This is an optimization exercise on Yosys and OpenROAD, whose aim is small area, not a production implementation.
Where RTL was checked, it was by simulation tests only, not by an equivalence proof against the original.
No driver is modelled on the clock port, so clock power and skew are understated where the tree is cut down; a real chip needs a root buffer or a tree.
No activity file was given, so power comes from the tool's default toggle rates.

==> module display, before the edit <==
module display(
    input   wire        clk,         
    input   wire        rstn,        
    input   wire[31:0]  vga_pos,     
    output   wire       hsync,       
    output   wire       vsync,       
    output   wire[3:0]  red,         
    output   wire[3:0]  green,       
    output   wire[3:0]  blue         
    );
    function [9:0] inc10(input [9:0] a, input cin);
        integer i;
        reg c;
        begin
            c = cin;
            for (i = 0; i < 10; i = i + 1) begin
                inc10[i] = a[i] ^ c;
                c = a[i] & c;
            end
        end
    endfunction
    reg [9:0] hx_n;
    reg [9:0] vy_n;
    wire [9:0] hx = ~hx_n;
    wire [9:0] vy = ~vy_n;
    wire h_wrap = hx[9] & hx[8] & hx[5] & hx[3] & hx[2] & hx[0];   
    wire v_wrap = vy[9] & vy[4] & vy[3] & vy[2];   
    always @(posedge clk) begin
        if (!rstn) begin
            hx_n <= ~10'd13;
            vy_n <= ~10'd16;
        end
        else begin
            hx_n <= ~(h_wrap ? 10'd14 : inc10(hx, 1'b1));
            vy_n <= ~((h_wrap && v_wrap) ? 10'd16 : inc10(vy, h_wrap));
        end
    end
    assign hsync = hx >= 10'd96 + 10'd14;
    assign vsync = vy >= 10'd2 + 10'd16;
    wire [4:0] s = hx[4:0];
    wire [31:0] pbits = {5'b00000, vga_pos[5], vga_pos[6], vga_pos[7], vga_pos[8],
                         vga_pos[9], vga_pos[10], vga_pos[11], vga_pos[12], vga_pos[13],
                         vga_pos[14], vga_pos[15], vga_pos[16], vga_pos[17], vga_pos[18],
                         vga_pos[19], vga_pos[20], vga_pos[21], vga_pos[22], vga_pos[23],
                         vga_pos[24], vga_pos[25], vga_pos[26], vga_pos[27], vga_pos[28],
                         vga_pos[29], vga_pos[30], vga_pos[31]};
    wire pbit = pbits[s];
    reg [4:0] r_w;       
    reg [9:0] y;         
    wire active = (s <= 5'd26);
    wire [5:0] t = {r_w, pbit};
    wire q = active && (t >= 6'd25);
    wire [5:0] t_sub = t - 6'd25;
    integer k;
    always @(posedge clk) begin
        r_w <= q ? t_sub[4:0] : t[4:0];
        for (k = 0; k < 10; k = k + 1)
            if (s == 5'd26 - k)
                y[k] <= q;
    end
    wire [4:0] m = {y[4] ^ y[1] ^ y[0] ^ (y[3] & y[0]), y[3] ^ y[0], y[2:0]};    
    wire [4:0] r_x;
    wire [5:0] cr;
    assign cr[0] = 1'b1;
    genvar gr;
    generate
        for (gr = 0; gr < 5; gr = gr + 1) begin : rsub
            display_fa fa_r (.a(vga_pos[5 + gr]), .b(~m[gr]), .ci(cr[gr]), .s(r_x[gr]), .co(cr[gr + 1]));
        end
    endgenerate
    wire [9:0] x = {r_x, vga_pos[4:0]};
    wire [9:0] sh, sv;
    wire [10:0] ch, cv;
    assign ch[0] = 1'b0;
    assign cv[0] = 1'b0;
    genvar g;
    generate
        for (g = 0; g < 10; g = g + 1) begin : adders
            display_fa fa_h (.a(hx_n[g]), .b(x[g]), .ci(ch[g]), .s(sh[g]), .co(ch[g + 1]));
            display_fa fa_v (.a(vy_n[g]), .b(y[g]), .ci(cv[g]), .s(sv[g]), .co(cv[g + 1]));
        end
    endgenerate
    wire [9:0] dh = ~sh;
    wire [9:0] dv = ~sv;
    wire [4:0] col = dh[4:0];
    wire [4:0] row = dv[4:0];
    wire in_h = (dh[9:5] == 5'd0) && (col <= 5'd28) && (x >= 10'd15);
    wire in_v = (dv[9:5] == 5'd0) && (row >= 5'd2) && (row <= 5'd30) &&
                (y >= 10'd15) && (y <= 10'd1008);
    wire eye_row = (row >= 5'd8) && (row <= 5'd12);
    wire eye_col = ((col >= 5'd3) && (col <= 5'd10)) || ((col >= 5'd18) && (col <= 5'd25));
    wire mouth_row = (row >= 5'd22) && (row <= 5'd26);
    wire mouth_col = (col >= 5'd10) && (col <= 5'd18);
    wire inbox = in_h && in_v;
    wire mouth = inbox && mouth_row && mouth_col;
    wire face = inbox && !(eye_row && eye_col) && !mouth;
    assign red = {mouth, face, 2'b00};
    assign green = {2'b00, face, mouth};
    assign blue = {3'b000, face | mouth};
endmodule
clock: 40.0 ns
lec_check: 0
cap_margin: 0
core_margin: 2
core_utilization: 70
slew_margin: 0
standard.sh (not shown) runs the stock make flow with config.mk's settings and CLKGATE_MAP_FILE= SYNTH_SCRIPT=/design/flow/synth_recipe.tcl, a recipe that flattens the netlist after the stock synthesis.
==> flow/flow/run.sh <==
#!/bin/bash
# The standard ORFS layout with changes that only pick smaller cells:
#  - synthesis: the standard flow's synthesis script (ORFS's synth.tcl, then flatten and
#    rename), with three changes: ABC maps the combinational logic with an
#    area-oriented script (flow/abc.script.in) instead of the speed script;
#    Yosys's separate full-adder extraction is off, so ABC sees all of that
#    logic; and the design's one-bit full-adder module display_fa is kept
#    whole through synthesis and then laid out as the library's fa_1 cell
#    (flow/fa_cell.v) before the design is flattened.  Registers are mapped
#    exactly as in the standard synthesis.  The ABC script's random seed is
#    chosen by synthesizing with seeds 1..16 first and keeping the smallest.
#  - port buffers are buf_1 instead of the resizer's default choice;
#  - one tie cell drives all constant outputs.
# Each tool's output goes to a log file here: trial_<seed>.log, synth.log,
# place.log, clock_trials.log, layout.log (ORFS's own per-step logs are under
# orfs/logs/).
set -euo pipefail
HERE=$(pwd)

# synth_recipe.tcl with the full-adder cell swapped in before flattening
awk -v fa="$HERE/flow/fa_cell.v" '{print} /^source .*synth\.tcl/ {print "read_verilog -overwrite " fa}' \
  "$HERE/synth_recipe.tcl" > "$HERE/synth_fa.tcl"
grep -q "read_verilog -overwrite" "$HERE/synth_fa.tcl"

scripts_for() {  # scripts_for SEED: an ORFS scripts folder whose ABC script uses SEED
  local d="$HERE/scripts_$1"
  rm -rf "$d"
  cp -r "$FLOW_HOME/scripts" "$d"
  sed "s/@SEED@/$1/" "$HERE/flow/abc.script.in" > "$d/abc_speed.script"
}

SYNTH_VARS=("ADDER_MAP_FILE=" "SYNTH_KEEP_MODULES=display_fa" "SYNTH_SCRIPT=$HERE/synth_fa.tcl")

# trial syntheses, four at a time
trial() {
  local seed=$1
  scripts_for "$seed"
  make -C "$FLOW_HOME" DESIGN_CONFIG="$HERE/config.mk" WORK_HOME="$HERE/trial_$seed" \
    CLKGATE_MAP_FILE= "SCRIPTS_DIR=$HERE/scripts_$seed" "${SYNTH_VARS[@]}" synth \
    > "$HERE/trial_$seed.log" 2>&1 || true
}
SEEDS="1 2 3 4 5 6 7 8 9 10 11 12 13 14 15 16"
for round in "1 2 3 4" "5 6 7 8" "9 10 11 12" "13 14 15 16"; do
  for seed in $round; do trial $seed & done; wait
done
best=3
best_area=1e30
for seed in $SEEDS; do
  f=$(ls "$HERE"/trial_$seed/reports/*/*/*/synth_stat.txt 2>/dev/null | head -1 || true)
  [[ -n "$f" ]] || continue
  a=$(sed -n "s/.*Chip area for module '\\\\display': \([0-9.]*\).*/\1/p" "$f" | head -1)
  [[ -n "$a" ]] || continue
  echo "seed $seed area $a" >> "$HERE/trials.txt"
  if awk -v a="$a" -v b="$best_area" 'BEGIN{exit !(a < b)}'; then best=$seed; best_area=$a; fi
done
echo "chosen seed $best" >> "$HERE/trials.txt"
for seed in $SEEDS; do [[ $seed == "$best" ]] || rm -rf "$HERE/trial_$seed" "$HERE/scripts_$seed"; done

bash standard.sh "SCRIPTS_DIR=$HERE/scripts_$best" "${SYNTH_VARS[@]}" synth > synth.log 2>&1
bash standard.sh "SCRIPTS_DIR=$HERE/scripts_$best" \
  "SKIP_REPAIR_TIE_FANOUT=1" "BUFFER_PORTS_ARGS=-buffer_cell sky130_fd_sc_hd__buf_1" \
  place > place.log 2>&1
RES="$HERE/orfs/results/sky130hd/display/base"
choice=""
for cfg in "sky130_fd_sc_hd__clkbuf_8 2 1" "sky130_fd_sc_hd__clkbuf_8 1 2" \
           "sky130_fd_sc_hd__clkbuf_4 2 2" "sky130_fd_sc_hd__clkbuf_8 3 1" \
           "sky130_fd_sc_hd__clkbuf_8 2 2"; do
  set -- $cfg
  slew=$(LIB="$FLOW_HOME/platforms/sky130hd/lib/sky130_fd_sc_hd__tt_025C_1v80.lib" \
    PLATFORM_DIR="$FLOW_HOME/platforms/sky130hd" PLACED_ODB="$RES/3_place.odb" \
    PLACED_SDC="$RES/3_place.sdc" SPLIT_TCL="$HERE/flow/split_clock.tcl" CB=$1 NX=$2 NY=$3 \
    openroad -no_init -exit "$HERE/flow/clock_trial.tcl" 2>&1 | tee -a "$HERE/clock_trials.log" \
    | sed -n 's/^TRIAL_SLEW //p' | tail -1 || true)
  echo "$cfg: $slew" >> "$HERE/clock_trials.txt"
  if [[ -n "$slew" ]] && awk -v s="$slew" 'BEGIN{exit !(s <= 0.115)}'; then choice="$cfg"; break; fi
done
[[ -n "$choice" ]] || choice="sky130_fd_sc_hd__clkbuf_8 2 2"
echo "chosen: $choice" >> "$HERE/clock_trials.txt"
cts="$HERE/scripts_$best/cts.tcl"
python3 - "$cts" "$HERE/flow/split_clock.tcl" "$choice" <<'PY'
import sys
path, split, choice = sys.argv[1], sys.argv[2], sys.argv[3]
s = open(path).read()
old = "log_cmd clock_tree_synthesis {*}$cts_args"
assert s.count(old) == 1
s = s.replace(old, "source %s\nsplit_clock %s\nset_propagated_clock [all_clocks]" % (split, choice))
open(path, "w").write(s)
PY
bash standard.sh "SCRIPTS_DIR=$HERE/scripts_$best" \
  "SKIP_REPAIR_TIE_FANOUT=1" "BUFFER_PORTS_ARGS=-buffer_cell sky130_fd_sc_hd__buf_1" \
  finish > layout.log 2>&1
Other scripts of this flow, unchanged in this note and not shown: flow/flow/abc.script.in, flow/flow/clock_trial.tcl, flow/flow/fa_cell.v, flow/flow/split_clock.tcl
Then changed:
--- a/flow/design.v
+++ b/flow/design.v
@@ -48,4 +48,5 @@
     wire pbit = pbits[s];
     reg [4:0] r_w;       
+    reg [4:0] r_q;       
     reg [9:0] y;         
     wire active = (s <= 5'd26);
@@ -56,19 +57,11 @@
     always @(posedge clk) begin
         r_w <= q ? t_sub[4:0] : t[4:0];
+        if (s == 5'd27)
+            r_q <= r_w;
         for (k = 0; k < 10; k = k + 1)
             if (s == 5'd26 - k)
                 y[k] <= q;
     end
-    wire [4:0] m = {y[4] ^ y[1] ^ y[0] ^ (y[3] & y[0]), y[3] ^ y[0], y[2:0]};    
-    wire [4:0] r_x;
-    wire [5:0] cr;
-    assign cr[0] = 1'b1;
-    genvar gr;
-    generate
-        for (gr = 0; gr < 5; gr = gr + 1) begin : rsub
-            display_fa fa_r (.a(vga_pos[5 + gr]), .b(~m[gr]), .ci(cr[gr]), .s(r_x[gr]), .co(cr[gr + 1]));
-        end
-    endgenerate
-    wire [9:0] x = {r_x, vga_pos[4:0]};
+    wire [9:0] x = {r_q, vga_pos[4:0]};
     wire [9:0] sh, sv;
     wire [10:0] ch, cv;
Result:
- The new run passed the timing, design-rule and antenna checks
- final area is unchanged
- die area barely changes
- critical path depth fell by 1
- register-to-register slack gets worse by 0.27 ns
- total power rises by a little under a tenth
- routed wire length drops by a few percent
- clock power rose by a little under a tenth
Only the layout flow was run in the first run of this note; the RTL was not checked for function there. In every run of this note, the design's own scripts or RTL, not TritonCTS, make the clock network.

separate check: timing with driven ports:
No port has a modelled driver above. Below, the same layouts with a new extraction and two added sets of constraints. Step 1 (the two cells are an assumption about what drives the block):
set clk [get_ports {clk}]
set_driving_cell -lib_cell sky130_fd_sc_hd__clkbuf_16 $clk
set_driving_cell -lib_cell sky130_fd_sc_hd__buf_2 [delete_from_list [all_inputs] $clk]
Step 2, shift: input delay + t, output delay - t, t = (earliest + latest rising clock arrival at the registers) / 2. This alone moves slack from input paths to output paths. a / b / c = ideal ports / drivers / drivers and shift; a / b = the first two.
run | t (ns) | setup slack, ns | worst register clock-pin slew, ns | worst data-port slew with drivers (ns) | pins driven straight from the clock port
the first run | 0.201 | 18.601 / 18.571 / 18.571 | 0.12 / 0.12 | 0.04 | 2
the second run | 0.203 | 18.910 / 18.891 / 18.891 | 0.12 / 0.12 | 0.04 | 4
After both steps setup and hold are still met in every run listed. The setup slack of the first run, which loses most, moves by -0.030 ns with the drivers and by -0.030 ns with both steps.
